This is an optimization exercise on Yosys and OpenROAD, whose aim is small area, not a production implementation.
Where RTL was checked, it was by simulation tests only, not by an equivalence proof against the original.
Function not checked in runs 1, 2 and 6: the RTL went through the layout flow alone.
Power is estimated from default activity; no workload was simulated.

$ cat flow/run.sh
#!/bin/bash
# synth_recipe.tcl (not shown) runs the flow's synth.tcl, then flattens the netlist and writes it again
# the make line also repeats each setting of config.mk as NAME=value (left out here)
make -C /OpenROAD-flow-scripts/flow DESIGN_CONFIG=/design/flow/config.mk WORK_HOME=/design/flow/orfs CLKGATE_MAP_FILE= SYNTH_SCRIPT=/design/flow/synth_recipe.tcl finish
$ cat flow/config.mk
export PLATFORM = sky130hd
export DESIGN_NAME = calculator
export DESIGN_NICKNAME = calculator
export VERILOG_FILES = /design/flow/design.v
export SDC_FILE = /design/flow/constraint.sdc
export NUM_CORES = 4
export LEC_CHECK = 0
export CAP_MARGIN = 20
export CORE_MARGIN = 2
export CORE_UTILIZATION = 40
export SLEW_MARGIN = 20
$ cat flow/constraint.sdc
create_clock -name core_clock -period 85.0 [get_ports {clk}]
set_input_delay 17.0000 -clock core_clock [delete_from_list [all_inputs] [get_ports {clk}]]
set_output_delay 17.0000 -clock core_clock [all_outputs]
set_load 0.01 [all_outputs]
$ cat flow/design.v
module calculator #(parameter BCDdigits = 2, parameter cols_count = 4, parameter rows_count = 4)(
  input clk, rst, start,
  output [cols_count-1:0] cols,
  input  [rows_count-1:0] rows,
  output reg [7:0] digit1, digit2, digit3, digit4,
  output reg sign);
  reg [1:0] c;           
  reg       busy;        
  wire      rnz = |rows;
  always @(posedge clk) begin
    busy <= rnz;
    if (!rst) c <= 2'd0;
    else if (start & ~busy & ~rnz) c <= {c[1] ^ c[0], ~c[0]};
  end
  assign cols = {c[1] & c[0], c[1] & ~c[0], ~c[1] & c[0], ~c[1] & ~c[0]};
  wire ev = ~busy & rnz;                          
  wire [3:0] k = {rows[0] | rows[1], rows[0] | rows[2], c};
  wire kdig = ~k[3] | (~k[2] & ~k[1]);            
  wire kop  = k[3] & (k[2] ^ k[1]);               
  wire keq  = k[3] & k[2] & k[1] & ~k[0];         
  wire kclr = k[3] & k[2] & k[1] & k[0];          
  reg e, f;
  reg [1:0] op, nop;     
  reg s;                 
  reg F;                 
  reg act, kind;         
  reg [5:0] cnt;
  reg [15:0] d;          
  reg [13:0] q;          
  wire [7:0] A = d[15:8];
  wire [3:0] st = cnt[3:0];
  wire [1:0] slot = cnt[5:4];
  function [1:0] fa(input a, input b, input ci); fa = {(a & b) | (ci & (a ^ b)), a ^ b ^ ci}; endfunction
  function [1:0] ha(input a, input b); ha = {a & b, a ^ b}; endfunction
  wire [3:0] h = d[7:4], l = d[3:0];
  wire [1:0] b1 = ha(l[1], h[0]);
  wire [1:0] b2 = fa(l[2], h[1], b1[1]);
  wire [1:0] b3a = fa(l[3], h[2], h[0]);
  wire [1:0] b3 = ha(b3a[0], b2[1]);
  wire [1:0] b4a = fa(h[3], h[1], b3a[1]);
  wire [1:0] b4 = ha(b4a[0], b3[1]);
  wire [1:0] b5a = fa(h[2], b4a[1], b4[1]);
  wire [1:0] b6 = ha(h[3], b5a[1]);
  wire [7:0] B = {b6[1], b6[0], b5a[0], b4[0], b3[0], b2[0], b1[0], l[0]};
  wire bz = ~|d[7:0];
  wire mul = ~op[1] & ~op[0];
  wire div = ~op[1] & op[0];
  wire sub = op[1] & (op[0] ^ s);
  wire cmp   = act & kind;
  wire pass1 = cmp & (slot == 2'd0) & ~(st[3] & st[2] & st[1]);
  wire pass2 = cmp & (slot == 2'd1) & ~(st[3] & st[2] & st[1]) & sub;
  wire dab   = cmp & (slot == 2'd2) & ~(st[3] & st[2] & st[1]);
  wire errf  = cmp & (slot == 2'd3) & F;
  wire right = (pass1 & ~div) | pass2;
  wire dv    = pass1 & div;
  wire [7:0] X = dv ? {A[6:0], q[13]} : A;
  wire [7:0] Y = dv ? ~B : (pass1 & (mul ? q[0] : ~(st[3] | st[2] | st[1] | st[0]))) ? B : 8'd0;
  wire cin = dv ? 1'b1 : mul & pass1 ? 1'b0 : (q[0] ^ (pass1 ? sub : ~F));
  wire [8:0] cy;
  wire [7:0] sm;
  assign cy[0] = cin;
  genvar gi;
  generate for (gi = 0; gi < 8; gi = gi + 1) begin : add
    assign {cy[gi+1], sm[gi]} = fa(X[gi], Y[gi], cy[gi]);
  end endgenerate
  wire [8:0] sum = {cy[8], sm};
  wire ge = ~bz & (A[7] | sum[8]);
  wire [7:0] An = dv ? (ge ? sum[7:0] : X) : sum[8:1];
  function [3:0] c3(input [3:0] n, input en);
    reg g;
    begin
      g = en & (n[3] | (n[2] & (n[1] | n[0])));
      c3 = {n[3] | g,
            g ? n[3] & n[0] : n[2],
            g ? (n[2] & n[1] & n[0]) | (n[3] & ~n[0]) : n[1],
            g ? ~n[0] & (n[1] | n[3]) : n[0]};
    end
  endfunction
  wire [15:0] dc = {d[15:12], c3(d[11:8], dab), c3(d[7:4], dab), c3(d[3:0], dab)};
  wire ovf5 = d[15] | (d[14] & (d[13] | d[12]));
  wire [1:0] ei = ~cnt[1:0];
  wire ebit = k[ei] & ~(e & ~f & ~kdig);
  wire pbit = ((st[3] | st[2]) & ~st[0]) | (st[3] & st[1] & st[0]);
  wire ent = act & ~kind;
  wire shl = (ent & ~(cnt[5] | cnt[4] | cnt[3] | cnt[2])) | dab | errf;
  wire sbit = errf ? pbit : dab ? q[13] : ebit;
  wire clr_hi = ent & (cnt == 6'd4);
  wire go   = ev & ~act;
  wire eNEW = go & (~(e | f) | (e & ~f & ~kdig & ~kop) | (e & f & kclr));
  wire eDIG = go & e & kdig;
  wire eOP2 = go & ~e & f;
  wire eCMP = go & e & (kop | (f & keq));
  wire clr_all = eNEW | eOP2 | (cmp & (cnt == 6'd31));
  always @(posedge clk) begin
    if (!rst) begin
      e <= 1'b0; f <= 1'b0; act <= 1'b0;
    end else begin
      if (eNEW) begin e <= 1'b1; f <= 1'b0; end
      if (eOP2) begin e <= 1'b1; f <= 1'b1; end
      if (eCMP) begin e <= 1'b0; f <= ~keq; end
      if (go & (eNEW | eDIG | eOP2 | eCMP)) begin act <= 1'b1; kind <= eCMP; cnt <= 6'd0; end
      else if (act) begin
        cnt <= cnt ^ {&cnt[4:0], &cnt[3:0], &cnt[2:0], &cnt[1:0], cnt[0], 1'b1};
        if ((~kind & cnt == 6'd4) | (kind & cnt == 6'd63)) act <= 1'b0;
      end
    end
    if (eNEW) begin op <= 2'b10; s <= 1'b0; end
    if (eCMP) begin nop <= k[1:0]; F <= 1'b0; end
    if (cmp & cnt == 6'd14) begin
      if (mul) F <= |A;
      if (sub) F <= A[0];
      if (div & bz) s <= 1'b0;
    end
    if (cmp & cnt == 6'd30 & sub) s <= s ^ F;
    if (cmp & cnt == 6'd31 & op[1]) F <= 1'b0;
    if (dab & ovf5) F <= 1'b1;
    if (cmp & cnt == 6'd63) op <= nop;
    if (clr_all) d <= 16'd0;
    else if (shl) d <= {dc[14:0], sbit};
    else begin
      if (clr_hi) d[15:8] <= 8'd0;
      else if (pass1 | pass2) d[15:8] <= An;
    end
    if (eNEW | errf) q <= 14'd0;
    else if (right) q <= {sum[0], q[13:1]};
    else if (dv) q <= {q[12:0], ge};
    else if (dab) q <= {q[12:0], q[13]};
  end
  localparam [15:0] SA = 16'h07ed, SB = 16'h039f, SC = 16'h03fb, SD = 16'h076d,
                    SE = 16'h0d45, SF = 16'h0771, SG = 16'h0f7c;
  function [7:0] seg(input [3:0] n);
    seg = {1'b0, SA[n], SB[n], SC[n], SD[n], SE[n], SF[n], SG[n]};
  endfunction
  always @* begin
    digit1 = seg(d[15:12]);
    digit2 = seg(d[11:8]);
    digit3 = seg(d[7:4]);
    digit4 = seg(d[3:0]);
    sign = s & ~e;
  end
endmodule
==> results of run 1 <==
metrics by stage:
stage / hold WS, ns / total power [mW]
after floorplan: 0.471 / 0.0510
after global placement: 0.482 / 0.0628
after detailed placement: 0.494 / 0.0635
after CTS: 0.509 / 0.0841
after global routing: 0.543 / 0.0891
final: 0.507 / 0.0835
sequential cells by signal, summed over array words and instances (netlist names):
name and count:
f 1, op 2, e 1, busy 1, c 2, cnt 6, d 16, nop 2
q 14, act 1, kind 1, F 1, s 1
worst paths after layout:
| check | slack [ns] | from | cells after the start | endpoint |
|---|---|---|---|---|
| worst max-delay path | 65.52 | d[5]$_SDFFE_PP0N_ | 6 | digit3[1] |
| worst min-delay path | 0.51 | nop[1]$_DFFE_PP_ | 1 | op[1]$_SDFFCE_PN1P_ |
| worst max register to register | 78.81 | act$_SDFF_PN0_ | 20 | d[8]$_SDFFE_PP0P_ |
| worst min register to register | 0.51 | nop[1]$_DFFE_PP_ | 1 | op[1]$_SDFFCE_PN1P_ |
power by group through the flow:
stage	clock network, mW	registers, mW	logic, mW
5_1_grt	0.0216	0.0322	0.0353
4_1_cts	0.0209	0.0315	0.0316
6_report	0.0205	0.0315	0.0314
3_5_place_dp	0	0.0321	0.0314
3_3_place_gp	0	0.0319	0.0309
2_1_floorplan	0	0.0288	0.0222
cells by family after synthesis:
logic type      count (synthesis)  synth area share [%]
mux                            19                  4.53
flops                          49                  24.1
xor+xnor                        6                  1.16
fa+ha+maj                      51                  16.1
compound gates                166                  25.8
other cells                     1                0.0828
simple gates                  184                  20.1
buf+inv                        80                  8.13
per-layer routing:
layer  part of all wire [%]  up-vias
li1                       -     1995
met1                     47     1825
met2                     48       85
met3                    3.9       14
met4                    1.2        0
met5                      0        -
final cells by class:
type / instances / area (um^2) / share of cell area (%)
Clock buffer: 5 / 125 / 2.48
Clock inverter: 3 / 21.3 / 0.421
Inverter: 43 / 161 / 3.20
Multi-Input combinational cell: 430 / 3080 / 61.0
Sequential cell: 49 / 1090 / 21.6
Tap cell: 140 / 175 / 3.47
Timing Repair Buffer: 40 / 398 / 7.88
synth_stat cells, drive strengths merged, types with 6 or more instances:
cell type / instances
a211oi: 14
a21o: 11
a21oi: 29
a311oi: 10
and2: 7
buf: 19
clkbuf: 18
dfxtp: 38
edfxtp: 11
fa: 12
ha: 39
inv: 42
mux2i: 16
nand2: 36
nand2b: 8
nand3: 9
nor2: 70
nor2b: 16
nor3: 6
o211ai: 8
o21ai: 44
o22ai: 11
or3: 6
worst max-delay path, delay by kind of cell (launching register included):
family          cells  cell delay (ns)
buf+inv             2             0.82
simple gates        1             0.51
flops               1             0.40
compound gates      2             0.24
fa+ha+maj           1             0.21
==> summary.txt, run 1 <==
Outcome
  • Run status: no timing/DRC/antenna violations

Drt
  • Final wirelength: 10900 um
  • Initial DRT Pass Iterations: 5
  • DRC violations left: 0
  • DRT iter0 DRCs: 230
  • Vias/cell: 5.52
  • DR vias: 3919
  • Detail-routed net length per standard cell: 15.4 um
  • Routed Antenna Nets: 0

Placement
  • Placed Area: 4900 um^2
  • GP Congestion: 0.909
  • DP HPWL: 7980 um
  • Dpl ws: 65.52 ns
  • IO Port Bufs: 39
  • Placed insts: 702

Layout
  • Commonest non-fill, non-tap cell in the layout: nor2_1
  • Number of nets in the layout: 627
  • Commonest cells after routing, fill and taps aside: nor2_1, inv_1, o21ai_0
  • Final Instance Area: 5050 um^2
  • P&R area growth vs syn: 11.6%
  • Fill count: 1083
  • Ant diodes: 0
  • Layout cell share with drive strength beyond 1: 5.44%
  • Fin cells: 710
  • Post-layout util: 46.2%

Floorplan
  • Placement Rows: 38
  • Die Y: 110 um
  • Ports: 44
  • Chip width: 110 um
  • Die Area: 12200 um^2
  • Initial Util: 41.4%
  • Core Footprint: 10900 um^2

GRT
  • GR peak layer: met2
  • Met2 global-route usage: 31.3%
  • GRT Overall Usage: 18.6%
  • Global routing usage on met1: 25.4%
  • First-pass GRT wire length: 18300 um
  • Initial antenna violation count: 0
  • Total congestion overflow: 0
  • GR Util met3: 2.88%
  • Vias in the first global route: 3788
  • Pin count of the biggest net entering global routing: 28

CTS
  • CTS sink cnt: 49
  • Setup bufs post-CTS: 0
  • Post-CTS Resized: 0
  • CTS tree: built
  • Clk buf depth: 2
  • Clk slew on worst S/H paths: 0.07 ns
  • # H-tree levels: 2
  • Worst skew pair latency: 0.30 ns
  • Root Driver: clkbuf_16
  • Total CTS buffers: 5
  • Hold_buf cts: 0

Timing
  • Worst Slack Setup Final: 65.52 ns
  • Max_slew headroom: 32.5%
  • Max frequency: 51.3 MHz
  • Final Hold Viols: 0
  • Setup_tns: 0 ns
  • Fin crit share: 22.9%
  • # setup viols final: 0
  • Fin. max-slew vios: 0
  • Min Tclk post-route: 19.48 ns
  • RSZ-0062 raised after global routing: false
  • Clock skew: 0.00771 ns
  • Slew at the pin closest to its max-slew limit: 1.01 ns

Setup path
  • Required @ worst endpoint: 68.00 ns
  • Crit path kind: flop to output pin
  • Endpoint class of the critical path: output pin
  • CP Launch Type: flop
  • Cell breakdown of the critical path: inv_1 -> ha_1 -> nor2b_1 -> o21ai_0 -> o21ai_0 -> clkdlybuf4s50_1
  • Slowest cell on crit path: clkdlybuf4s50_1
  • Most common cell on crit path: o21ai_0
  • CP max FO: 8
  • Crit path arrival time: 2.48 ns
  • CP max stage delay: 0.56 ns

Power
  • Clock share of power: 24.6%
  • Gate power share: 37.6%
  • Peak supply drop: 0.0109 mV
  • Pwr/cell area: 16.5 nW/um^2
  • Reg power frac: 37.8%
  • Switching Share: 36.0%
  • Lkg Pwr: 1.90 nW
  • Internal power: 0.0534 mW
  • Switch Pwr: 0.0301 mW

Logic synthesis
  • Netlist cell types: 74
  • Seq/Total Area, Yosys: 24.1%
  • Asr flop ratio synth: 0%
  • Cell count after synthesis: 556
  • FF+latch count, synth: 49
  • Most used DFF post-synth: dfxtp_1
  • Post-Syn Area: 4530 um^2
  • Synth top area cells: dfxtp_1, ha_1, edfxtp_1
  • Avg Cell Area, Syn: 8.14 um^2
  • EDFF count, synth: 11
  • Post-synth top area share: 16.8%
  • Ys Warns: 1
  • Post-synth top area cell: dfxtp_1

Worst hold path
  • Worst min-delay path class: flop to flop

Run
  • Max cap viols: 0
==> run 2, diff against run 1 <==
==> flow/flow/run.sh (new file) <==
#!/bin/bash
# Own layout flow: the standard ORFS flow, except
#  - synthesis maps logic for area (no adder-cell extraction, ABC area script),
#    with the registers checked against the standard synthesis;
#  - ports are buffered with buf_1 cells.
# Every tool's output goes to a log file in this folder.
set -uo pipefail
W=$PWD
P=$FLOW_PLATFORM
ARGS=$(grep -m1 '^make -C' standard.sh | sed -E 's/.*SYNTH_SCRIPT=[^ ]+ //; s/"\$\{@:-finish\}"//')
export OWN_ABC_SCRIPT=$W/flow/area.abc

regs() { grep -oE '^ *sky130_fd_sc_hd__(df|edf|sdf|dl)[a-z]*_[0-9]+ +[^ ]+' "$1" | sed -E 's/_[0-9]+ +/ /; s/^ *//' | sort; }

# 1. standard synthesis, for reference
make -C $FLOW_HOME DESIGN_CONFIG=$FLOW_CONFIG WORK_HOME=$W/ref CLKGATE_MAP_FILE= SYNTH_SCRIPT=$W/synth_recipe.tcl $ARGS synth > ref_synth.log 2>&1
regs ref/results/$P/calculator/base/1_2_yosys.v > ref_regs.txt

# 2. own synthesis
make -C $FLOW_HOME DESIGN_CONFIG=$FLOW_CONFIG WORK_HOME=$W/orfs CLKGATE_MAP_FILE= SYNTH_SCRIPT=$W/flow/own_synth.tcl $ARGS synth > own_synth.log 2>&1
regs orfs/results/$P/calculator/base/1_2_yosys.v > own_regs.txt
if ! cmp -s ref_regs.txt own_regs.txt || [ ! -s own_regs.txt ]; then
  echo "registers differ from the standard synthesis: using it" > fallback.log
  rm -rf orfs
  SYN=$W/synth_recipe.tcl
else
  SYN=$W/flow/own_synth.tcl
fi

# 3. rest of the flow
make -C $FLOW_HOME DESIGN_CONFIG=$FLOW_CONFIG WORK_HOME=$W/orfs CLKGATE_MAP_FILE= SYNTH_SCRIPT=$SYN $ARGS \
  BUFFER_PORTS_ARGS="-buffer_cell sky130_fd_sc_hd__buf_1" finish > own_finish.log 2>&1

ODB=$W/orfs/results/$P/calculator/base/6_final.odb
if [[ -f $ODB ]]; then
  : # left out here: write the final layout as DEF
fi
==> flow/flow/area.abc (new file) <==
strash
dch -f
amap
strash
dch -f
amap
==> flow/flow/own_synth.tcl (new file) <==
# Same as synth_recipe.tcl (standard synthesis), except that full/half adders are
# not extracted and ABC maps for area with flow/area.abc.  Registers are untouched.
proc synth {args} { yosys synth -nofsm -noshare {*}$args }
proc extract_fa {args} { puts "own flow: extract_fa skipped" }
proc abc {args} {
  set keep {}
  set skip 0
  foreach a $args {
    if {$skip} { set skip 0; continue }
    if {$a eq "-script" || $a eq "-D" || $a eq "-constr"} { set skip 1; continue }
    lappend keep $a
  }
  puts "own flow: abc $keep -script $::env(OWN_ABC_SCRIPT)"
  yosys abc {*}$keep -script $::env(OWN_ABC_SCRIPT)
}
source $::env(SCRIPTS_DIR)/synth.tcl
# left out here: clear keep_hierarchy, flatten, clean up, hide names made inside functions, write 1_2_yosys.v
==> flow/standard.sh (new file) <==
#!/bin/bash
# synth_recipe.tcl (not shown) runs the flow's synth.tcl, then flattens the netlist and writes it again
# the make line also repeats each setting of config.mk as NAME=value (left out here)
make -C /OpenROAD-flow-scripts/flow DESIGN_CONFIG=/design/flow/config.mk WORK_HOME=/design/flow/orfs CLKGATE_MAP_FILE= SYNTH_SCRIPT=/design/flow/synth_recipe.tcl "${@:-finish}"
removed: flow/run.sh
==> summary.txt, run 2 <==
Timing
  • Clock skew: 0.0114 ns
  • Max_slew headroom: 34.7%
  • Final Hold Viols: 0
  • Max frequency: 51.8 MHz
  • # setup viols final: 0
  • Min Tclk post-route: 19.32 ns
  • Slew at the pin closest to its max-slew limit: 0.976 ns
  • WHS: 0.483 ns
  • Worst Slack Setup Final: 65.68 ns
  • Fin crit share: 22.7%
  • Fin. max-slew vios: 0
  • RSZ-0062 raised after global routing: false
  • Setup_tns: 0 ns

Layout
  • Post-layout util: 46.3%
  • Largest regs: d: 16 flops, q: 14 flops, cnt: 6 flops
  • Final Instance Area: 3840 um^2
  • Number of nets in the layout: 585
  • Commonest non-fill, non-tap cell in the layout: nor2_1
  • Commonest cells after routing, fill and taps aside: nor2_1, nand2_1, o21ai_0
  • Max FFs per register: 16
  • Top reg by flops: d
  • Layout cell share with drive strength beyond 1: 1.90%
  • P&R area growth vs syn: 10.9%
  • Ant diodes: 0

CTS
  • CTS sink cnt: 49
  • Worst skew pair latency: 0.30 ns
  • Total CTS buffers: 5
  • Clk slew on worst S/H paths: 0.10 ns
  • # H-tree levels: 2
  • CTS tree: built
  • Clk buf depth: 2
  • Setup bufs post-CTS: 0
  • Post-CTS Resized: 0
  • Hold_buf cts: 0
  • Root Driver: clkbuf_8

Setup path
  • Crit path arrival time: 19.56 ns
  • Reg2Reg Launch Point: cnt[5]$_SDFFCE_PP0P_
  • CP max FO: 8
  • FF-to-FF End: d[9]$_SDFFE_PP0P_
  • Crit path kind: primary input to flop
  • R2R setup slack: 78.74 ns
  • Worst reg-to-reg path cell count: 31
  • Required @ worst endpoint: 85.24 ns
  • CP Launch Type: primary input
  • Endpoint class of the critical path: flop

GRT
  • Pin count of the biggest net entering global routing: 26
  • GRT Overall Usage: 19.7%
  • Total congestion overflow: 0
  • First-pass GRT wire length: 16100 um
  • Vias in the first global route: 3501
  • Initial antenna violation count: 0

Outcome
  • Run status: no timing/DRC/antenna violations

Drt
  • Routed Antenna Nets: 0
  • Final wirelength: 9350 um
  • Vias/cell: 5.71
  • Initial DRT Pass Iterations: 5
  • DRC violations left: 0
  • Detail-routed net length per standard cell: 13.7 um
  • DRT iter0 DRCs: 219
  • DR vias: 3908

Power
  • Lkg Pwr: 1.28 nW
  • Pwr/cell area: 19.7 nW/um^2
  • Peak supply drop: 0.00924 mV

Floorplan
  • Ports: 44
  • Die Area: 9430 um^2
  • Chip width: 97.1 um
  • Placement Rows: 33
  • Core Footprint: 8300 um^2
  • Initial Util: 41.8%
  • Die Y: 97.1 um

Logic synthesis
  • Avg Cell Area, Syn: 6.54 um^2
  • EDFF count, synth: 11
  • Post-synth top area share: 21.9%
  • Asr flop ratio synth: 0%
  • Ys Warns: 1
  • Synth top area cells: dfxtp_1, nor2_1, o21ai_0
  • Most used DFF post-synth: dfxtp_1
  • Seq/Total Area, Yosys: 31.5%
  • Post-Syn Area: 3470 um^2
  • Post-synth top area cell: dfxtp_1
  • Cell count after synthesis: 530
  • Most frequent cell after synthesis: nor2_1
  • FF+latch count, synth: 49
  • Netlist cell types: 35
  • Commonest cells in the netlist: nor2_1, nand2_1, o21ai_0

Worst hold path
  • Worst min-delay path class: flop to flop
  • Hold path depth: 2
  • Hold path startpoint: q[11]$_SDFFE_PP0P_
  • Hold EP: q[10]$_SDFFE_PP0P_

Placement
  • Placed Area: 3750 um^2
  • GP Congestion: 0.864
  • DP HPWL: 7150 um
  • IO Port Bufs: 39
  • Dpl ws: 65.37 ns

Run
  • Max cap viols: 0
[run 2: cell type report]
type | instances | area (um^2)
sequential | 49 | 1090
clock buffer | 6 | 82.6
inverter | 57 | 214
fill | 925 | 4450
timing repair buffer | 42 | 169
tap | 105 | 131
clock inverter | 2 | 13.8
multi-input combinational | 423 | 2140
[run 2: how the worst max path moves through the flow]
stage               slack [ns]           endpoint  startpoint  cells after the start
CTS                      65.68     f$_SDFFE_PN0P_     rows[0]                     11
global placement         65.54  d[6]$_SDFFE_PP0N_     rows[1]                     12
global route             65.27     f$_SDFFE_PN0P_     rows[0]                     11
finish                   65.68     f$_SDFFE_PN0P_     rows[0]                     11
floorplan                66.12     f$_SDFFE_PN0P_     rows[1]                     10
detailed placement       65.37     f$_SDFFE_PN0P_     rows[0]                     11
[run 2: cells by family (layout without fill, tap and decap cells)]
family / count (synthesis) / in the layout / synth area share, %
other cells: 1 / 4 / 0.108
compound gates: 205 / 205 / 36.5
buf+inv: 61 / 107 / 7.04
simple gates: 214 / 214 / 24.9
flops: 49 / 49 / 31.5
[run 2: per-layer routing]
| metal | up-vias | global-route usage (%) | wire [um] |
|---|---|---|---|
| met5 | - | 0 | 0 |
| met4 | 0 | 4.12 | 124 |
| met3 | 13 | 2.81 | 388 |
| met2 | 82 | 32.4 | 4140 |
| met1 | 1784 | 27.6 | 4690 |
| li1 | 2029 | - | - |
[run 2: per-stage QoR]
step	cells	total power [mW]
finish	684	0.0756
global route	684	0.0816
detailed placement	676	0.0614
floorplan	533	0.0528
global placement	676	0.0610
CTS	684	0.0757
[run 2: worst max-delay path, stage by stage]
cell      delay [ns]
buf_1           0.09
nor2_1          0.06
clkinv_1        0.07
nor3_1          0.07
nor3_1          0.71
clkinv_1        0.35
nor3_1          0.75
clkinv_1        0.15
o21ai_0         0.18
a21oi_1         0.06
nor2_1          0.08
[run 2: power by group]
| group | internal, mW | leakage (nW) | total (mW) | switching (mW) |
|---|---|---|---|---|
| registers | 0.0265 | 0.411 | 0.0310 | 0.00449 |
| clock network | 0.00661 | 0.0512 | 0.0145 | 0.00787 |
| logic | 0.0114 | 0.821 | 0.0301 | 0.0187 |
==> run 3, diff against run 2 <==
--- a/flow/design.v
+++ b/flow/design.v
@@ -23,7 +23,7 @@
   reg [1:0] op, nop;     
   reg s;                 
   reg F;                 
-  reg act, kind;         
+  reg act;               
   reg [5:0] cnt;
   reg [15:0] d;          
   reg [13:0] q;          
@@ -46,16 +46,17 @@
   wire mul = ~op[1] & ~op[0];
   wire div = ~op[1] & op[0];
   wire sub = op[1] & (op[0] ^ s);
-  wire cmp   = act & kind;
+  wire cmp   = act & ~e;
   wire pass1 = cmp & (slot == 2'd0) & ~(st[3] & st[2] & st[1]);
   wire pass2 = cmp & (slot == 2'd1) & ~(st[3] & st[2] & st[1]) & sub;
   wire dab   = cmp & (slot == 2'd2) & ~(st[3] & st[2] & st[1]);
   wire errf  = cmp & (slot == 2'd3) & F;
   wire right = (pass1 & ~div) | pass2;
   wire dv    = pass1 & div;
-  wire [7:0] X = dv ? {A[6:0], q[13]} : A;
-  wire [7:0] Y = dv ? ~B : (pass1 & (mul ? q[0] : ~(st[3] | st[2] | st[1] | st[0]))) ? B : 8'd0;
-  wire cin = dv ? 1'b1 : mul & pass1 ? 1'b0 : (q[0] ^ (pass1 ? sub : ~F));
+  wire q0 = q[0] & ~(pass1 & F);
+  wire [7:0] X = dv ? {A[6:0], q[13] & ~F} : A;
+  wire [7:0] Y = dv ? ~B : (pass1 & (mul ? q0 : ~(st[3] | st[2] | st[1] | st[0]))) ? B : 8'd0;
+  wire cin = dv ? 1'b1 : mul & pass1 ? 1'b0 : (q0 ^ (pass1 ? sub : ~F));
   wire [8:0] cy;
   wire [7:0] sm;
   assign cy[0] = cin;
@@ -81,7 +82,7 @@
   wire [1:0] ei = ~cnt[1:0];
   wire ebit = k[ei] & ~(e & ~f & ~kdig);
   wire pbit = ((st[3] | st[2]) & ~st[0]) | (st[3] & st[1] & st[0]);
-  wire ent = act & ~kind;
+  wire ent = act & e;
   wire shl = (ent & ~(cnt[5] | cnt[4] | cnt[3] | cnt[2])) | dab | errf;
   wire sbit = errf ? pbit : dab ? q[13] : ebit;
   wire clr_hi = ent & (cnt == 6'd4);
@@ -98,17 +99,16 @@
       if (eNEW) begin e <= 1'b1; f <= 1'b0; end
       if (eOP2) begin e <= 1'b1; f <= 1'b1; end
       if (eCMP) begin e <= 1'b0; f <= ~keq; end
-      if (go & (eNEW | eDIG | eOP2 | eCMP)) begin act <= 1'b1; kind <= eCMP; cnt <= 6'd0; end
+      if (go & (eNEW | eDIG | eOP2 | eCMP)) begin act <= 1'b1; cnt <= 6'd0; end
       else if (act) begin
         cnt <= cnt ^ {&cnt[4:0], &cnt[3:0], &cnt[2:0], &cnt[1:0], cnt[0], 1'b1};
-        if ((~kind & cnt == 6'd4) | (kind & cnt == 6'd63)) act <= 1'b0;
+        if ((e & cnt == 6'd4) | (~e & cnt == 6'd63)) act <= 1'b0;
       end
     end
-    if (eNEW) begin op <= 2'b10; s <= 1'b0; end
-    if (eCMP) begin nop <= k[1:0]; F <= 1'b0; end
+    if (eNEW) begin op <= 2'b10; s <= 1'b0; F <= 1'b1; end
+    if (eCMP) nop <= k[1:0];
     if (cmp & cnt == 6'd14) begin
-      if (mul) F <= |A;
-      if (sub) F <= A[0];
+      F <= (mul & |A) | (sub & A[0]);
       if (div & bz) s <= 1'b0;
     end
     if (cmp & cnt == 6'd30 & sub) s <= s ^ F;
@@ -121,8 +121,7 @@
       if (clr_hi) d[15:8] <= 8'd0;
       else if (pass1 | pass2) d[15:8] <= An;
     end
-    if (eNEW | errf) q <= 14'd0;
-    else if (right) q <= {sum[0], q[13:1]};
+    if (right) q <= {sum[0], q[13:1]};
     else if (dv) q <= {q[12:0], ge};
     else if (dab) q <= {q[12:0], q[13]};
   end
@@ -131,9 +130,20 @@
   function [7:0] seg(input [3:0] n);
     seg = {1'b0, SA[n], SB[n], SC[n], SD[n], SE[n], SF[n], SG[n]};
   endfunction
+  function [7:0] seg09(input [3:0] n, input e10);
+    seg09 = {1'b0,
+      n[3] | (~n[2] & ~n[0]) | (n[2] & n[0]) | n[1],
+      e10 ? (~n[3] & ~n[2]) | (n[3] & ~n[1]) | (~n[1] & ~n[0]) | (n[1] & n[0])
+          : ~n[2] | (~n[1] & ~n[0]) | (n[1] & n[0]),
+      n[2] | ~n[1] | n[0],
+      n[3] | (~n[2] & n[1]) | (~n[2] & ~n[0]) | (n[2] & ~n[1] & n[0]) | (n[1] & ~n[0]),
+      (~n[2] & ~n[0]) | (n[1] & ~n[0]),
+      n[3] | (n[2] & ~n[1]) | (n[2] & ~n[0]) | (~n[1] & ~n[0]),
+      n[3] | (~n[2] & n[1]) | (n[2] & ~n[1]) | (n[2] & ~n[0])};
+  endfunction
   always @* begin
-    digit1 = seg(d[15:12]);
-    digit2 = seg(d[11:8]);
+    digit1 = seg09(d[15:12], 1'b0);
+    digit2 = seg09(d[11:8], 1'b1);
     digit3 = seg(d[7:4]);
     digit4 = seg(d[3:0]);
     sign = s & ~e;
--- a/flow/config.mk
+++ b/flow/config.mk
@@ -8,4 +8,6 @@
 export CAP_MARGIN = 20
 export CORE_MARGIN = 2
 export CORE_UTILIZATION = 40
+export CTS_BUF_LIST = sky130_fd_sc_hd__clkbuf_8
+export CTS_CLUSTER_SIZE = 25
 export SLEW_MARGIN = 20
==> summary.txt, run 3 <==
Outcome
  • Run status: no timing/DRC/antenna violations

Setup path
  • Cell breakdown of the critical path: buf_1 -> or2_0 -> nor3_1 -> nor3_1 -> clkinv_1 -> a211oi_1 -> a31o_1 -> nor2_1 -> clkinv_1 -> a211oi_1
  • Crit path kind: primary input to flop
  • Worst reg-to-reg path cell count: 31
  • Slowest cell on crit path: nor2_1
  • CP max stage delay: 0.55 ns
  • Endpoint class of the critical path: flop
  • R2R setup slack: 78.92 ns
  • FF-to-FF End: d[12]$_SDFFE_PP0P_
  • Required @ worst endpoint: 85.22 ns
  • CP max FO: 10
  • CP Launch Type: primary input
  • Reg2Reg Launch Point: e$_SDFFE_PP0P_
  • Crit path arrival time: 19.61 ns

Worst hold path
  • Worst min-delay path class: flop to flop
  • Hold EP: op[1]$_SDFFCE_PN1P_
  • Hold path startpoint: nop[1]$_DFFE_PP_
  • Hold path depth: 1

Power
  • Switch Pwr: 0.0360 mW
  • Switching Share: 43.9%
  • Internal power: 0.0459 mW
  • Peak supply drop: 0.0109 mV
  • Pwr/cell area: 22.1 nW/um^2
  • Clock share of power: 16.2%
  • Total power: 0.0819 mW
  • Reg power frac: 38.8%
  • Lkg Pwr: 1.19 nW
  • Gate power share: 45.0%

Logic synthesis
  • Synth top area cells: edfxtp_1, dfxtp_1, o21ai_0
  • Post-synth top area cell: edfxtp_1
  • Post-synth top area share: 21.5%
  • Cell count after synthesis: 477
  • Most used DFF post-synth: edfxtp_1
  • Simple-gate area share of the yosys netlist: 22.0%
  • Mux share of post-synthesis cell area: 0%
  • Commonest cells in the netlist: nor2_1, clkinv_1, o21ai_0
  • Post-Syn Area: 3340 um^2
  • Seq/Total Area, Yosys: 35.9%
  • EDFF count, synth: 24
  • Netlist cell types: 38
  • Post-Synth XOR/XNOR Area: 0%
  • Avg Cell Area, Syn: 7.01 um^2
  • Post-Synth Adder-Cell Area: 0%
  • Ys Warns: 1
  • FF+latch count, synth: 48
  • Synth Area in Compound Gates: 33.9%
  • Largest family of logic cells by synthesized area: compound AO/OA/AOI/OAI gates
  • Asr flop ratio synth: 0%
  • Most frequent cell after synthesis: nor2_1

Floorplan
  • Core Footprint: 8180 um^2
  • Die Y: 95.4 um
  • Die Area: 9110 um^2
  • Chip width: 95.4 um
  • Placement Rows: 33
  • Initial Util: 40.9%
  • Ports: 44

CTS
  • Total CTS buffers: 5
  • Root Driver: clkbuf_8
  • Clk buf depth: 2
  • Worst skew pair latency: 0.30 ns
  • Post-CTS Resized: 0
  • Hold_buf cts: 0
  • CTS tree: built
  • Setup bufs post-CTS: 0
  • CTS sink cnt: 48
  • Clk slew on worst S/H paths: 0.08 ns
  • # H-tree levels: 2

GRT
  • First-pass GRT wire length: 14500 um
  • Vias in the first global route: 3035
  • GRT Overall Usage: 20.0%
  • Pin count of the biggest net entering global routing: 25
  • Initial antenna violation count: 0
  • Total congestion overflow: 0

Timing
  • Fin. max-slew vios: 0
  • Max frequency: 51.6 MHz
  • Max_slew headroom: 44.7%
  • RSZ-0062 raised after global routing: false
  • Slew at the pin closest to its max-slew limit: 0.820 ns
  • Fin crit share: 22.8%
  • Setup_tns: 0 ns
  • # setup viols final: 0
  • Final Hold Viols: 0
  • Min Tclk post-route: 19.40 ns
  • Clock skew: 0.00945 ns

Drt
  • Detail-routed net length per standard cell: 13.7 um
  • DR vias: 3526
  • Initial DRT Pass Iterations: 4
  • Routed Antenna Nets: 0
  • DRT iter0 DRCs: 197
  • Vias/cell: 5.60
  • DRC violations left: 0
  • Final wirelength: 8660 um

Placement
  • Placed Area: 3620 um^2
  • GP Congestion: 0.874
  • IO Port Bufs: 39
  • DP HPWL: 6740 um

Layout
  • Top reg by flops: d
  • Fill count: 873
  • Commonest non-fill, non-tap cell in the layout: nor2_1
  • Number of nets in the layout: 531
  • Layout cell share with drive strength beyond 1: 1.71%
  • Post-layout util: 45.3%
  • Ant diodes: 0
  • Max FFs per register: 16
  • Largest regs: d: 16 flops, q: 14 flops, cnt: 6 flops
  • Commonest cells after routing, fill and taps aside: nor2_1, clkinv_1, o21ai_0
  • P&R area growth vs syn: 10.7%
  • Final Instance Area: 3700 um^2

Run
  • Max cap viols: 0
-- run 3: metal layers --
metal / part of all wire, % / up-vias / global-route usage, %
met4: 1.5 / 0 / 6.07
met5: 0 / - / 0
met3: 4.4 / 12 / 3.08
met1: 51 / 1587 / 29.9
met2: 43 / 80 / 29.7
li1: - / 1847 / -
-- run 3: worst max-delay path by stage --
stage                  from                 to  slack [ns]  cells after the start
finish              rows[0]  d[2]$_SDFFE_PP0N_       65.60                     10
floorplan           rows[1]  d[0]$_SDFFE_PP0N_       66.06                      9
detailed placement  rows[0]  d[2]$_SDFFE_PP0N_       65.29                     10
global placement    rows[0]  d[2]$_SDFFE_PP0N_       65.41                     10
global route        rows[0]  d[2]$_SDFFE_PP0N_       65.25                     10
CTS                 rows[0]  d[2]$_SDFFE_PP0N_       65.61                     10
-- run 3: final cells by class --
type	instances	area, um^2	share of cell area, %
Clock buffer	5	68.8	1.86
Clock inverter	3	16.3	0.439
Inverter	64	240	6.49
Multi-Input combinational cell	364	1880	50.9
Sequential cell	48	1200	32.4
Tap cell	105	131	3.55
Timing Repair Buffer	41	161	4.36
-- run 3: cells by family after synthesis --
family / after synthesis
flops: 48
other cells: 1
simple gates: 175
buf+inv: 68
compound gates: 185
-- run 3: critical path: cells and delay by family --
family,cells,cell delay (ns)
simple gates,4,1.34
compound gates,3,0.65
buf+inv,3,0.62
-- run 3: per-stage QoR --
| stage | std cells | setup slack (ns) | hold slack (ns) |
|---|---|---|---|
| 2_1_floorplan | 480 | 66.06 | 0.487 |
| 3_3_place_gp | 622 | 65.41 | 0.507 |
| 3_5_place_dp | 622 | 65.29 | 0.510 |
| 4_1_cts | 630 | 65.61 | 0.529 |
| 5_1_grt | 630 | 65.25 | 0.573 |
| 6_report | 630 | 65.60 | 0.531 |
-- run 3: power by group through the flow --
stage	clock (mW)	sequential (mW)	combinational, mW
6_report	0.0133	0.0317	0.0368
3_3_place_gp	0	0.0322	0.0363
5_1_grt	0.0146	0.0324	0.0422
2_1_floorplan	0	0.0307	0.0275
3_5_place_dp	0	0.0322	0.0367
4_1_cts	0.0137	0.0316	0.0369
==> run 4, diff against run 3 <==
--- a/flow/design.v
+++ b/flow/design.v
@@ -54,9 +54,10 @@
   wire right = (pass1 & ~div) | pass2;
   wire dv    = pass1 & div;
   wire q0 = q[0] & ~(pass1 & F);
-  wire [7:0] X = dv ? {A[6:0], q[13] & ~F} : A;
-  wire [7:0] Y = dv ? ~B : (pass1 & (mul ? q0 : ~(st[3] | st[2] | st[1] | st[0]))) ? B : 8'd0;
-  wire cin = dv ? 1'b1 : mul & pass1 ? 1'b0 : (q0 ^ (pass1 ? sub : ~F));
+  wire st0 = ~(st[3] | st[2] | st[1] | st[0]);
+  wire [7:0] X = dv ? {A[6:0] | {7{st0}}, ~(q[13] & ~F)} : A;
+  wire [7:0] Y = (dv | (pass1 & (mul ? q0 : st0))) ? B : 8'd0;
+  wire cin = ~dv & ~(mul & pass1) & (q0 ^ (pass1 ? sub : ~F));
   wire [8:0] cy;
   wire [7:0] sm;
   assign cy[0] = cin;
@@ -65,7 +66,7 @@
     assign {cy[gi+1], sm[gi]} = fa(X[gi], Y[gi], cy[gi]);
   end endgenerate
   wire [8:0] sum = {cy[8], sm};
-  wire ge = ~bz & (A[7] | sum[8]);
+  wire ge = ~bz & ~((A[7] | st0) & sum[8]);
   wire [7:0] An = dv ? (ge ? sum[7:0] : X) : sum[8:1];
   function [3:0] c3(input [3:0] n, input en);
     reg g;
@@ -92,6 +93,8 @@
   wire eOP2 = go & ~e & f;
   wire eCMP = go & e & (kop | (f & keq));
   wire clr_all = eNEW | eOP2 | (cmp & (cnt == 6'd31));
+  always @(posedge clk)
+    cnt <= go ? 6'd0 : cnt ^ {&cnt[4:0], &cnt[3:0], &cnt[2:0], &cnt[1:0], cnt[0], 1'b1};
   always @(posedge clk) begin
     if (!rst) begin
       e <= 1'b0; f <= 1'b0; act <= 1'b0;
@@ -99,11 +102,8 @@
       if (eNEW) begin e <= 1'b1; f <= 1'b0; end
       if (eOP2) begin e <= 1'b1; f <= 1'b1; end
       if (eCMP) begin e <= 1'b0; f <= ~keq; end
-      if (go & (eNEW | eDIG | eOP2 | eCMP)) begin act <= 1'b1; cnt <= 6'd0; end
-      else if (act) begin
-        cnt <= cnt ^ {&cnt[4:0], &cnt[3:0], &cnt[2:0], &cnt[1:0], cnt[0], 1'b1};
-        if ((e & cnt == 6'd4) | (~e & cnt == 6'd63)) act <= 1'b0;
-      end
+      if (go) act <= 1'b1;
+      else if ((e & cnt == 6'd4) | (~e & cnt == 6'd63)) act <= 1'b0;
     end
     if (eNEW) begin op <= 2'b10; s <= 1'b0; F <= 1'b1; end
     if (eCMP) nop <= k[1:0];
==> flow/flow/area.abc (replaced) <==
strash
dc2
dc2
dch -f
amap
strash
dch -f
amap
strash
dch -f
amap
--- a/flow/config.mk
+++ b/flow/config.mk
@@ -8,6 +8,7 @@
 export CAP_MARGIN = 20
 export CORE_MARGIN = 2
 export CORE_UTILIZATION = 40
-export CTS_BUF_LIST = sky130_fd_sc_hd__clkbuf_8
-export CTS_CLUSTER_SIZE = 25
+export CTS_BUF_LIST = sky130_fd_sc_hd__clkbuf_16
+export CTS_CLUSTER_DIAMETER = 500
+export CTS_CLUSTER_SIZE = 50
 export SLEW_MARGIN = 20
==> summary.txt, run 4 <==
Outcome
  • Run status: no timing/DRC/antenna violations

GRT
  • GRT Overall Usage: 21.1%
  • Global routing usage on met1: 30.4%
  • GR peak layer: met2
  • Vias in the first global route: 3248
  • Total congestion overflow: 0
  • Pin count of the biggest net entering global routing: 16
  • First-pass GRT wire length: 15200 um
  • Met2 global-route usage: 32.5%
  • Initial antenna violation count: 0
  • GR Util met3: 3.51%

Power
  • Lkg Pwr: 1.20 nW
  • Peak supply drop: 0.0145 mV
  • Pwr/cell area: 28.5 nW/um^2

CTS
  • CTS sink cnt: 48
  • # H-tree levels: 2
  • Clk slew on worst S/H paths: 0.06 ns
  • Clk buf depth: 2
  • CTS tree: built
  • Hold_buf cts: 0
  • Total CTS buffers: 5
  • Worst skew pair latency: 0.29 ns
  • Root Driver: clkbuf_16
  • Post-CTS Resized: 0
  • Setup bufs post-CTS: 0

Logic synthesis
  • Post-synth top area share: 18.2%
  • Netlist cell types: 36
  • Most used DFF post-synth: dfxtp_1
  • Post-synth top area cell: dfxtp_1
  • FF+latch count, synth: 48
  • Synth top area cells: dfxtp_1, edfxtp_1, nor2_1
  • Ys Warns: 1
  • Commonest cells in the netlist: nor2_1, clkinv_1, o21ai_0
  • Cell count after synthesis: 476
  • Post-Syn Area: 3300 um^2
  • Most frequent cell after synthesis: nor2_1
  • EDFF count, synth: 18
  • Seq/Total Area, Yosys: 34.6%
  • Avg Cell Area, Syn: 6.93 um^2
  • Asr flop ratio synth: 0%

Drt
  • DRT iter0 DRCs: 278
  • DR vias: 3614
  • Initial DRT Pass Iterations: 5
  • Routed Antenna Nets: 0
  • Detail-routed net length per standard cell: 14.4 um
  • Vias/cell: 5.75
  • DRC violations left: 0
  • Final wirelength: 9030 um

Setup path
  • Endpoint class of the critical path: flop
  • Crit path arrival time: 19.44 ns
  • Crit path kind: primary input to flop
  • CP max FO: 12
  • R2R setup slack: 78.71 ns
  • Required @ worst endpoint: 85.20 ns
  • CP Launch Type: primary input

Timing
  • Min Tclk post-route: 19.24 ns
  • Max frequency: 52.0 MHz
  • Max_slew headroom: 35.6%
  • # setup viols final: 0
  • Fin. max-slew vios: 0
  • Final Hold Viols: 0
  • Setup_tns: 0 ns
  • Clock skew: 0.00433 ns
  • Slew at the pin closest to its max-slew limit: 0.966 ns
  • Fin crit share: 22.6%
  • RSZ-0062 raised after global routing: false

Placement
  • IO Port Bufs: 39
  • GP Congestion: 0.981
  • DP HPWL: 6980 um

Floorplan
  • Core Footprint: 8090 um^2
  • Die Area: 8990 um^2
  • Placement Rows: 33
  • Die Y: 94.8 um
  • Ports: 44
  • Initial Util: 40.8%
  • Chip width: 94.8 um

Layout
  • Commonest non-fill, non-tap cell in the layout: nor2_1
  • Top reg by flops: d
  • Ant diodes: 0
  • Largest regs: d: 16 flops, q: 14 flops, cnt: 6 flops
  • Commonest cells after routing, fill and taps aside: nor2_1, clkinv_1, o21ai_0
  • Post-layout util: 46.1%
  • P&R area growth vs syn: 13.1%
  • Layout cell share with drive strength beyond 1: 1.53%
  • Max FFs per register: 16
  • Number of nets in the layout: 529

Run
  • Max cap viols: 0

Worst hold path
  • Worst min-delay path class: flop to flop
==> run 4: cell types whose count changed after synthesis, sizes merged, moves of 4 or more <==
cell and delta:
a22oi -7, a32oi +4, dfxtp +6, edfxtp -6
nand2 -15, nand3 +4, nor2 +17, nor3 +14
o21ai -14, o22a +12, o22ai -20
==> run 4: area by class of cell <==
| type | instances | area (um^2) |
|---|---|---|
| clock buffers | 5 | 125 |
| clock inverters | 3 | 38.8 |
| fillers | 885 | 4360 |
| inverters | 62 | 233 |
| multi-input cells | 365 | 1910 |
| flip-flops and latches | 48 | 1140 |
| well taps | 105 | 131 |
| repair buffers | 40 | 154 |
==> run 4: layer usage <==
layer	up-vias	routed length [um]	part of all wire, %
met5	-	0	0
met4	0	108	1.2
met3	12	542	6.0
met2	130	4000	44
met1	1649	4380	49
li1	1823	-	-
==> run 4: logic make-up (layout without fill, tap and decap cells) <==
group                  Yosys count  in the layout  synth area share (%)
buffers and inverters           66            110                  7.97
flip-flops                      48             48                  34.6
AO/OA/AOI/OAI                  162            162                  31.4
other                            1              4                 0.114
AND/OR/NAND/NOR                199            199                  25.9
==> run 4: critical path, stage by stage <==
cell      delay [ns]
buf_1           0.08
nor2_1          0.19
clkinv_1        0.14
nor3_1          0.30
nor3_1          0.19
clkinv_1        0.14
nor2_1          0.05
o221ai_1        0.16
o31ai_1         0.19
nor2_1          0.28
clkinv_1        0.39
a311oi_1        0.34
==> run 4: worst paths after layout <==
| kind | from | to | cells after the start |
|---|---|---|---|
| max | rows[0] | d[0]$_SDFFE_PP0N_ | 12 |
| min | nop[1]$_DFFE_PP_ | op[1]$_SDFFCE_PN1P_ | 1 |
| min reg2reg | nop[1]$_DFFE_PP_ | op[1]$_SDFFCE_PN1P_ | 1 |
| max reg2reg | act$_SDFFE_PN0P_ | d[13]$_SDFFE_PP0P_ | 31 |
==> run 4: stage by stage <==
| stage | power [mW] | instances | area, um^2 | hold WS, ns | setup slack, ns |
|---|---|---|---|---|---|
| 3_5_place_dp | 0.0840 | 620 | 3560 | 0.485 | 65.44 |
| 5_1_grt | 0.115 | 628 | 3730 | 0.529 | 65.34 |
| 3_3_place_gp | 0.0834 | 620 | 3560 | 0.491 | 65.60 |
| 2_1_floorplan | 0.0689 | 479 | 3310 | 0.457 | 66.12 |
| 6_report | 0.106 | 628 | 3730 | 0.497 | 65.76 |
| 4_1_cts | 0.106 | 628 | 3730 | 0.501 | 65.75 |
==> run 4: power breakdown <==
part           internal (mW)  switching (mW)
registers             0.0288         0.00733
clock network         0.0137         0.00845
logic                 0.0165          0.0314
total                 0.0590          0.0471
==> run 5, diff against run 4 <==
--- a/flow/flow/run.sh
+++ b/flow/flow/run.sh
@@ -9,6 +9,9 @@
 P=$FLOW_PLATFORM
 ARGS=$(grep -m1 '^make -C' standard.sh | sed -E 's/.*SYNTH_SCRIPT=[^ ]+ //; s/"\$\{@:-finish\}"//')
 export OWN_ABC_SCRIPT=$W/flow/area.abc
+# extra make arguments for the layout steps, one per line
+EXTRA=()
+if [[ -f flow/extra_args.txt ]]; then mapfile -t EXTRA < flow/extra_args.txt; fi
 
 regs() { grep -oE '^ *sky130_fd_sc_hd__(df|edf|sdf|dl)[a-z]*_[0-9]+ +[^ ]+' "$1" | sed -E 's/_[0-9]+ +/ /; s/^ *//' | sort; }
 
@@ -29,7 +32,7 @@
 
 # 3. rest of the flow
 make -C $FLOW_HOME DESIGN_CONFIG=$FLOW_CONFIG WORK_HOME=$W/orfs CLKGATE_MAP_FILE= SYNTH_SCRIPT=$SYN $ARGS \
-  BUFFER_PORTS_ARGS="-buffer_cell sky130_fd_sc_hd__buf_1" finish > own_finish.log 2>&1
+  BUFFER_PORTS_ARGS="-buffer_cell sky130_fd_sc_hd__buf_1" "${EXTRA[@]}" finish > own_finish.log 2>&1
 
 ODB=$W/orfs/results/$P/calculator/base/6_final.odb
 if [[ -f $ODB ]]; then
==> flow/flow/area.abc (replaced) <==
strash
&get -n
&deepsyn -T 30
&put
dch -f
amap
strash
dch -f
amap
strash
dch -f
amap
==> flow/flow/extra_args.txt (new file) <==
CTS_ARGS=-sink_clustering_enable -repair_clock_nets -buf_list sky130_fd_sc_hd__clkbuf_8 -root_buf sky130_fd_sc_hd__clkbuf_8 -sink_clustering_size 30 -sink_clustering_max_diameter 300 -dont_use_dummy_load
--- a/flow/config.mk
+++ b/flow/config.mk
@@ -8,7 +8,4 @@
 export CAP_MARGIN = 20
 export CORE_MARGIN = 2
 export CORE_UTILIZATION = 40
-export CTS_BUF_LIST = sky130_fd_sc_hd__clkbuf_16
-export CTS_CLUSTER_DIAMETER = 500
-export CTS_CLUSTER_SIZE = 50
 export SLEW_MARGIN = 20
==> summary.txt, run 5 <==
Logic synthesis
  • FF+latch count, synth: 48
  • Ys Warns: 1
  • Post-Syn Area: 3160 um^2
  • Commonest cells in the netlist: nor2_1, clkinv_1, nand2_1
  • Most used DFF post-synth: dfxtp_1
  • EDFF count, synth: 18
  • Seq/Total Area, Yosys: 36.2%
  • Avg Cell Area, Syn: 7.00 um^2
  • Cell count after synthesis: 451
  • Asr flop ratio synth: 0%
  • Most frequent cell after synthesis: nor2_1
  • Post-synth top area cell: dfxtp_1
  • Post-synth top area share: 19.0%
  • Synth top area cells: dfxtp_1, edfxtp_1, nor2_1
  • Netlist cell types: 38

GRT
  • GRT Overall Usage: 19.9%
  • Pin count of the biggest net entering global routing: 18
  • Initial antenna violation count: 0
  • GR Util met3: 2.20%
  • GR peak layer: met2
  • Vias in the first global route: 3162
  • First-pass GRT wire length: 14200 um
  • Global routing usage on met1: 25.8%
  • Total congestion overflow: 0
  • Met2 global-route usage: 35.1%

Setup path
  • CP Launch Type: primary input
  • CP max FO: 15
  • Worst reg-to-reg path cell count: 24
  • Crit path arrival time: 19.75 ns
  • Reg2Reg Launch Point: act$_SDFFE_PN0P_
  • Crit path kind: primary input to flop
  • R2R setup slack: 79.37 ns
  • Endpoint class of the critical path: flop
  • Required @ worst endpoint: 85.17 ns
  • FF-to-FF End: d[13]$_SDFFE_PP0P_

Floorplan
  • Placement Rows: 32
  • Die Area: 8620 um^2
  • Chip width: 92.8 um
  • Initial Util: 41.0%
  • Ports: 44
  • Core Footprint: 7690 um^2
  • Die Y: 92.8 um

Power
  • Pwr/cell area: 28.4 nW/um^2
  • Reg power frac: 35.0%
  • Switching Share: 47.5%
  • Lkg Pwr: 1.13 nW
  • Clock share of power: 12.2%
  • Total power: 0.0993 mW
  • Gate power share: 52.8%
  • Switch Pwr: 0.0472 mW
  • Internal power: 0.0521 mW
  • Peak supply drop: 0.0113 mV

CTS
  • Post-CTS Resized: 0
  • Clk slew on worst S/H paths: 0.08 ns
  • Root Driver: clkbuf_8
  • Setup bufs post-CTS: 0
  • # H-tree levels: 2
  • CTS tree: built
  • Worst skew pair latency: 0.31 ns
  • Hold_buf cts: 0
  • CTS sink cnt: 48
  • Total CTS buffers: 5
  • Clk buf depth: 2

Timing
  • Setup_tns: 0 ns
  • Fin crit share: 23.0%
  • Min Tclk post-route: 19.58 ns
  • Max_slew headroom: 37.0%
  • WHS: 0.522 ns
  • RSZ-0062 raised after global routing: false
  • Fin. max-slew vios: 0
  • Clock skew: 0.0270 ns
  • # setup viols final: 0
  • Final Hold Viols: 0
  • Max frequency: 51.1 MHz
  • Slew at the pin closest to its max-slew limit: 0.945 ns

Layout
  • Fill count: 824
  • Ant diodes: 0
  • Commonest cells after routing, fill and taps aside: nor2_1, clkinv_1, nand2_1
  • Commonest non-fill, non-tap cell in the layout: nor2_1
  • P&R area growth vs syn: 11.0%
  • Largest regs: d: 16 flops, q: 14 flops, cnt: 6 flops
  • Register Area: 1140 um^2
  • Layout cell share with drive strength beyond 1: 1.61%
  • Multi-input gate area: 1810 um^2
  • Final Instance Area: 3500 um^2
  • Max FFs per register: 16
  • Number of nets in the layout: 506
  • Top reg by flops: d

Worst hold path
  • Hold EP: op[1]$_SDFFCE_PN1P_
  • Worst min-delay path class: flop to flop
  • Hold path startpoint: nop[1]$_DFFE_PP_
  • Hold path depth: 1

Placement
  • DP HPWL: 6400 um
  • Placed Area: 3430 um^2
  • IO Port Bufs: 39
  • GP Congestion: 0.896

Drt
  • DRT iter0 DRCs: 198
  • Routed Antenna Nets: 0
  • DR vias: 3355
  • DRC violations left: 0
  • Final wirelength: 8340 um
  • Detail-routed net length per standard cell: 13.9 um
  • Vias/cell: 5.60
  • Initial DRT Pass Iterations: 5

Outcome
  • Run status: no timing/DRC/antenna violations

Run
  • Max cap viols: 0
==> run 5: cell count changes after synthesis, sizes merged, moves of 9 or more <==
cell,before,now
nor2,95,115
clkinv,62,49
o22ai,11,20
o21ai,48,33
==> run 5: critical path: stages <==
cell	delay, ns
buf_1	0.08
nor2_1	0.18
clkinv_1	0.13
nor3_1	0.36
nor3_1	0.14
o21ai_0	0.42
clkinv_1	0.18
nor3_1	0.34
clkinv_1	0.46
a2111oi_0	0.46
==> run 5: cells by family (layout without fill, tap and decap cells) <==
group | after synthesis | in the layout | share of synthesized area, %
AO/OA/AOI/OAI | 141 | 141 | 29.3
AND/OR/NAND/NOR | 208 | 208 | 27.7
buffers and inverters | 53 | 96 | 6.78
other | 1 | 4 | 0.119
flip-flops | 48 | 48 | 36.2
==> run 5: layer usage <==
metal,wire (um),share of wire [%],up-vias
li1,-,-,1729
met1,3780,45,1524
met2,4060,49,93
met3,411,4.9,9
met4,89,1.1,0
met5,0,0,-
==> run 5: through the flow <==
| stage | utilization, % | cells | worst slack [ns] |
|---|---|---|---|
| global placement | 44.7 | 594 | 65.30 |
| floorplan | - | 454 | 65.88 |
| CTS | 45.6 | 599 | 65.41 |
| finish | 45.6 | 599 | 65.42 |
| global route | 45.6 | 599 | 65.05 |
| detailed placement | 44.7 | 594 | 65.10 |
==> run 5: area by class of cell <==
class                   count  area share [%]
repair buffers             42            4.82
multi-input cells         353            51.7
inverters                  49            5.25
clock buffers               5            1.96
well taps                 102            3.64
flip-flops and latches     48            32.6
==> run 5: power by group through the flow <==
| stage | logic, mW | registers, mW | clock network, mW |
|---|---|---|---|
| 2_1_floorplan | 0.0388 | 0.0333 | 0 |
| 3_3_place_gp | 0.0515 | 0.0352 | 0 |
| 3_5_place_dp | 0.0520 | 0.0352 | 0 |
| 4_1_cts | 0.0523 | 0.0347 | 0.0124 |
| 5_1_grt | 0.0595 | 0.0354 | 0.0133 |
| 6_report | 0.0524 | 0.0348 | 0.0121 |
==> run 5: worst max path at each step <==
stage | startpoint | endpoint | slack [ns] | cells after the start
2_1_floorplan | rows[0] | d[0]$_SDFFE_PP0N_ | 65.88 | 9
3_3_place_gp | rows[0] | d[0]$_SDFFE_PP0N_ | 65.30 | 10
4_1_cts | rows[0] | d[0]$_SDFFE_PP0N_ | 65.41 | 10
5_1_grt | rows[0] | d[0]$_SDFFE_PP0N_ | 65.05 | 10
6_report | rows[0] | d[0]$_SDFFE_PP0N_ | 65.42 | 10
3_5_place_dp | rows[0] | d[0]$_SDFFE_PP0N_ | 65.10 | 10
==> run 6, diff against run 5 <==
--- a/flow/design.v
+++ b/flow/design.v
@@ -84,9 +84,9 @@
   wire ebit = k[ei] & ~(e & ~f & ~kdig);
   wire pbit = ((st[3] | st[2]) & ~st[0]) | (st[3] & st[1] & st[0]);
   wire ent = act & e;
-  wire shl = (ent & ~(cnt[5] | cnt[4] | cnt[3] | cnt[2])) | dab | errf;
+  wire shl_hi = dab | errf;                                   
+  wire shl = (ent & ~(cnt[5] | cnt[4] | cnt[3] | cnt[2])) | shl_hi;   
   wire sbit = errf ? pbit : dab ? q[13] : ebit;
-  wire clr_hi = ent & (cnt == 6'd4);
   wire go   = ev & ~act;
   wire eNEW = go & (~(e | f) | (e & ~f & ~kdig & ~kop) | (e & f & kclr));
   wire eDIG = go & e & kdig;
@@ -103,7 +103,7 @@
       if (eOP2) begin e <= 1'b1; f <= 1'b1; end
       if (eCMP) begin e <= 1'b0; f <= ~keq; end
       if (go) act <= 1'b1;
-      else if ((e & cnt == 6'd4) | (~e & cnt == 6'd63)) act <= 1'b0;
+      else if ((e & cnt == 6'd3) | (~e & cnt == 6'd63)) act <= 1'b0;
     end
     if (eNEW) begin op <= 2'b10; s <= 1'b0; F <= 1'b1; end
     if (eCMP) nop <= k[1:0];
@@ -116,9 +116,9 @@
     if (dab & ovf5) F <= 1'b1;
     if (cmp & cnt == 6'd63) op <= nop;
     if (clr_all) d <= 16'd0;
-    else if (shl) d <= {dc[14:0], sbit};
     else begin
-      if (clr_hi) d[15:8] <= 8'd0;
+      if (shl) d[7:0] <= {dc[6:0], sbit};
+      if (shl_hi) d[15:8] <= dc[14:7];
       else if (pass1 | pass2) d[15:8] <= An;
     end
     if (right) q <= {sum[0], q[13:1]};
==> summary.txt, run 6 <==
Timing
  • Slew at the pin closest to its max-slew limit: 0.962 ns
  • # setup viols final: 0
  • Clock skew: 0.0180 ns
  • Max frequency: 51.9 MHz
  • Final Hold Viols: 0
  • RSZ-0062 raised after global routing: false
  • Max_slew headroom: 35.2%
  • Setup_tns: 0 ns
  • Fin. max-slew vios: 0
  • Min Tclk post-route: 19.25 ns
  • Fin crit share: 22.6%

Power
  • Switching Share: 47.1%
  • Total power: 0.0929 mW
  • Clock share of power: 13.5%
  • Gate power share: 49.2%
  • Internal power: 0.0492 mW
  • Switch Pwr: 0.0438 mW
  • Lkg Pwr: 1.15 nW
  • Pwr/cell area: 26.2 nW/um^2
  • Peak supply drop: 0.0172 mV
  • Reg power frac: 37.2%

GRT
  • Vias in the first global route: 3160
  • Initial antenna violation count: 0
  • Pin count of the biggest net entering global routing: 17
  • First-pass GRT wire length: 15000 um
  • Total congestion overflow: 0
  • GRT Overall Usage: 21.3%

CTS
  • Post-CTS Resized: 0
  • Clk slew on worst S/H paths: 0.08 ns
  • Clk buf depth: 2
  • Setup bufs post-CTS: 0
  • Hold_buf cts: 0
  • # H-tree levels: 2
  • Total CTS buffers: 5
  • Worst skew pair latency: 0.31 ns
  • CTS sink cnt: 48
  • CTS tree: built
  • Root Driver: clkbuf_8

Setup path
  • CP Launch Type: primary input
  • Endpoint class of the critical path: flop
  • Crit path arrival time: 19.47 ns
  • CP max FO: 12
  • Crit path kind: primary input to flop
  • Worst reg-to-reg path cell count: 30
  • Required @ worst endpoint: 85.21 ns

Floorplan
  • Chip width: 93.3 um
  • Ports: 44
  • Initial Util: 41.3%
  • Die Y: 93.3 um
  • Core Footprint: 7730 um^2
  • Placement Rows: 32
  • Die Area: 8710 um^2

Logic synthesis
  • Most used DFF post-synth: dfxtp_1
  • Simple-gate area share of the yosys netlist: 28.5%
  • Most frequent cell after synthesis: nor2_1
  • Post-Synth Adder-Cell Area: 0%
  • Avg Cell Area, Syn: 6.90 um^2
  • Seq/Total Area, Yosys: 35.7%
  • Synth top area cells: dfxtp_1, edfxtp_1, nor2_1
  • Mux share of post-synthesis cell area: 0%
  • EDFF count, synth: 18
  • Ys Warns: 1
  • Cell count after synthesis: 463
  • Post-Syn Area: 3190 um^2
  • Commonest cells in the netlist: nor2_1, clkinv_1, o21ai_0
  • Synth Area in Compound Gates: 28.0%
  • FF+latch count, synth: 48
  • Netlist cell types: 35
  • Post-synth top area share: 18.8%
  • Asr flop ratio synth: 0%
  • Post-Synth XOR/XNOR Area: 0%
  • Post-synth top area cell: dfxtp_1
  • Largest family of logic cells by synthesized area: simple AND/OR/NAND/NOR gates

Drt
  • Detail Route met2 WL: 4060 um
  • DR vias: 3442
  • Detail-routed net length per standard cell: 14.6 um
  • Initial DRT Pass Iterations: 4
  • WL met3: 519 um
  • Vias/cell: 5.63
  • DR top layer: met4
  • Routed Antenna Nets: 0
  • Wire length on met1: 4230 um
  • Final wirelength: 8940 um
  • DRT iter0 DRCs: 199
  • DRC violations left: 0

Layout
  • Final Instance Area: 3540 um^2
  • Commonest cells after routing, fill and taps aside: nor2_1, clkinv_1, o21ai_0, buf_1, nand2_1
  • Fill count: 809
  • P&R area growth vs syn: 11.0%
  • Ant diodes: 0
  • Top reg by flops: d
  • Commonest non-fill, non-tap cell in the layout: nor2_1
  • Largest regs: d: 16 flops, q: 14 flops, cnt: 6 flops
  • Layout cell share with drive strength beyond 1: 1.77%
  • Max FFs per register: 16
  • Number of nets in the layout: 518

Placement
  • Placed Area: 3470 um^2
  • DP HPWL: 6880 um
  • GP Congestion: 0.872
  • IO Port Bufs: 39

Run
  • Max cap viols: 0

Worst hold path
  • Hold path depth: 1
  • Worst min-delay path class: flop to flop

Outcome
  • Run status: no timing/DRC/antenna violations
==> run 6: changes by cell type in the layout (fill, tap and decap cells not counted), moves of 3 or more <==
cell / delta
or3_1: +4
a211oi_1: -5
o21ai_0: +6
a21oi_1: +4
o22ai_1: -9
clkinv_1: +8
nor3_1: +3
and2_0: +3
nand2_1: -4
==> run 6: power by group through the flow <==
| stage | Combinational (mW) | Clock, mW | Sequential (mW) |
|---|---|---|---|
| detailed placement | 0.0452 | 0 | 0.0350 |
| CTS | 0.0455 | 0.0127 | 0.0344 |
| finish | 0.0457 | 0.0126 | 0.0346 |
| floorplan | 0.0333 | 0 | 0.0331 |
| global placement | 0.0444 | 0 | 0.0349 |
| global route | 0.0517 | 0.0135 | 0.0354 |
==> run 6: per-layer routing <==
layer	vias up	track usage, %
met3	14	3.22
met4	0	5.51
li1	1740	-
met1	1568	29.7
met2	120	34.5
met5	-	0
==> run 6: final cells by class <==
| type | count | area [um^2] | area share (%) |
|---|---|---|---|
| clock buffer | 5 | 68.8 | 1.94 |
| inverter | 57 | 214 | 6.04 |
| timing repair buffer | 42 | 169 | 4.77 |
| sequential | 48 | 1140 | 32.2 |
| multi-input combinational | 357 | 1820 | 51.5 |
| tap | 102 | 128 | 3.60 |
==> run 6: logic make-up (layout without fill, tap and decap cells) <==
family	after synthesis	in the layout
flip-flops	48	48
buffers and inverters	61	104
other	1	4
AO/OA/AOI/OAI	139	139
AND/OR/NAND/NOR	214	214
==> run 6: worst max-delay path: stages <==
cell and delay (ns):
buf_1 0.09, nor4_1 0.54, nor3_2 0.23, o21ai_0 0.17, o22ai_1 0.17, nor3_1 0.41, o22ai_1 0.12, buf_4 0.22
nor2_1 0.17, clkinv_1 0.16, o221ai_1 0.19
==> run 6: through the flow <==
| step | utilization, % | worst slack, ns | std cells | hold slack, ns |
|---|---|---|---|---|
| floorplan | - | 65.72 | 466 | 0.441 |
| global placement | 44.9 | 65.47 | 606 | 0.453 |
| detailed placement | 44.9 | 65.29 | 606 | 0.469 |
| CTS | 45.8 | 65.59 | 611 | 0.485 |
| global route | 45.9 | 65.39 | 611 | 0.495 |
| finish | 45.9 | 65.75 | 611 | 0.479 |
==> run 6: worst paths after layout <==
check,startpoint,end,slack [ns]
setup reg to reg,act$_SDFFE_PN0P_,d[15]$_SDFFE_PP0P_,78.78
hold / removal,s$_DFF_P_,s$_DFF_P_,0.48
hold reg to reg,s$_DFF_P_,s$_DFF_P_,0.48
setup / recovery,rows[1],d[13]$_SDFFE_PP0P_,65.75

==> static timing again, ports no longer ideal <==
No port has a modelled driver above. Below, the same layouts with a new extraction and two added sets of constraints.
Step 1 sets driving cells, clkbuf_16 on the clock port and buf_2 on the other inputs (assumed; they add their load-dependent delay and slew).
Step 2, shift: input delay + t, output delay - t, t = (earliest + latest rising clock arrival at the registers) / 2. This alone moves slack from input paths to output paths.
Three values: ideal, step 1, step 2; two values: the first two.
| run | shift t [ns] | setup WS [ns] | hold slack, ns |
|---|---|---|---|
| run 1 | 0.325 | 65.523 / 65.490 / 65.541 | 0.507 / 0.507 / 0.507 |
| run 2 | 0.322 | 65.681 / 65.684 / 65.362 | 0.483 / 0.483 / 0.483 |
| run 3 | 0.333 | 65.603 / 65.617 / 65.285 | 0.531 / 0.531 / 0.531 |
| run 4 | 0.320 | 65.759 / 65.774 / 65.455 | 0.497 / 0.497 / 0.497 |
| run 5 | 0.323 | 65.415 / 65.426 / 65.103 | 0.522 / 0.522 / 0.522 |
| run 6 | 0.330 | 65.748 / 65.759 / 65.430 | 0.479 / 0.479 / 0.479 |
After both steps setup and hold are still met in every run listed. The setup slack of run 2, which loses most, moves by +0.003 ns with the drivers and by -0.319 ns with both steps.
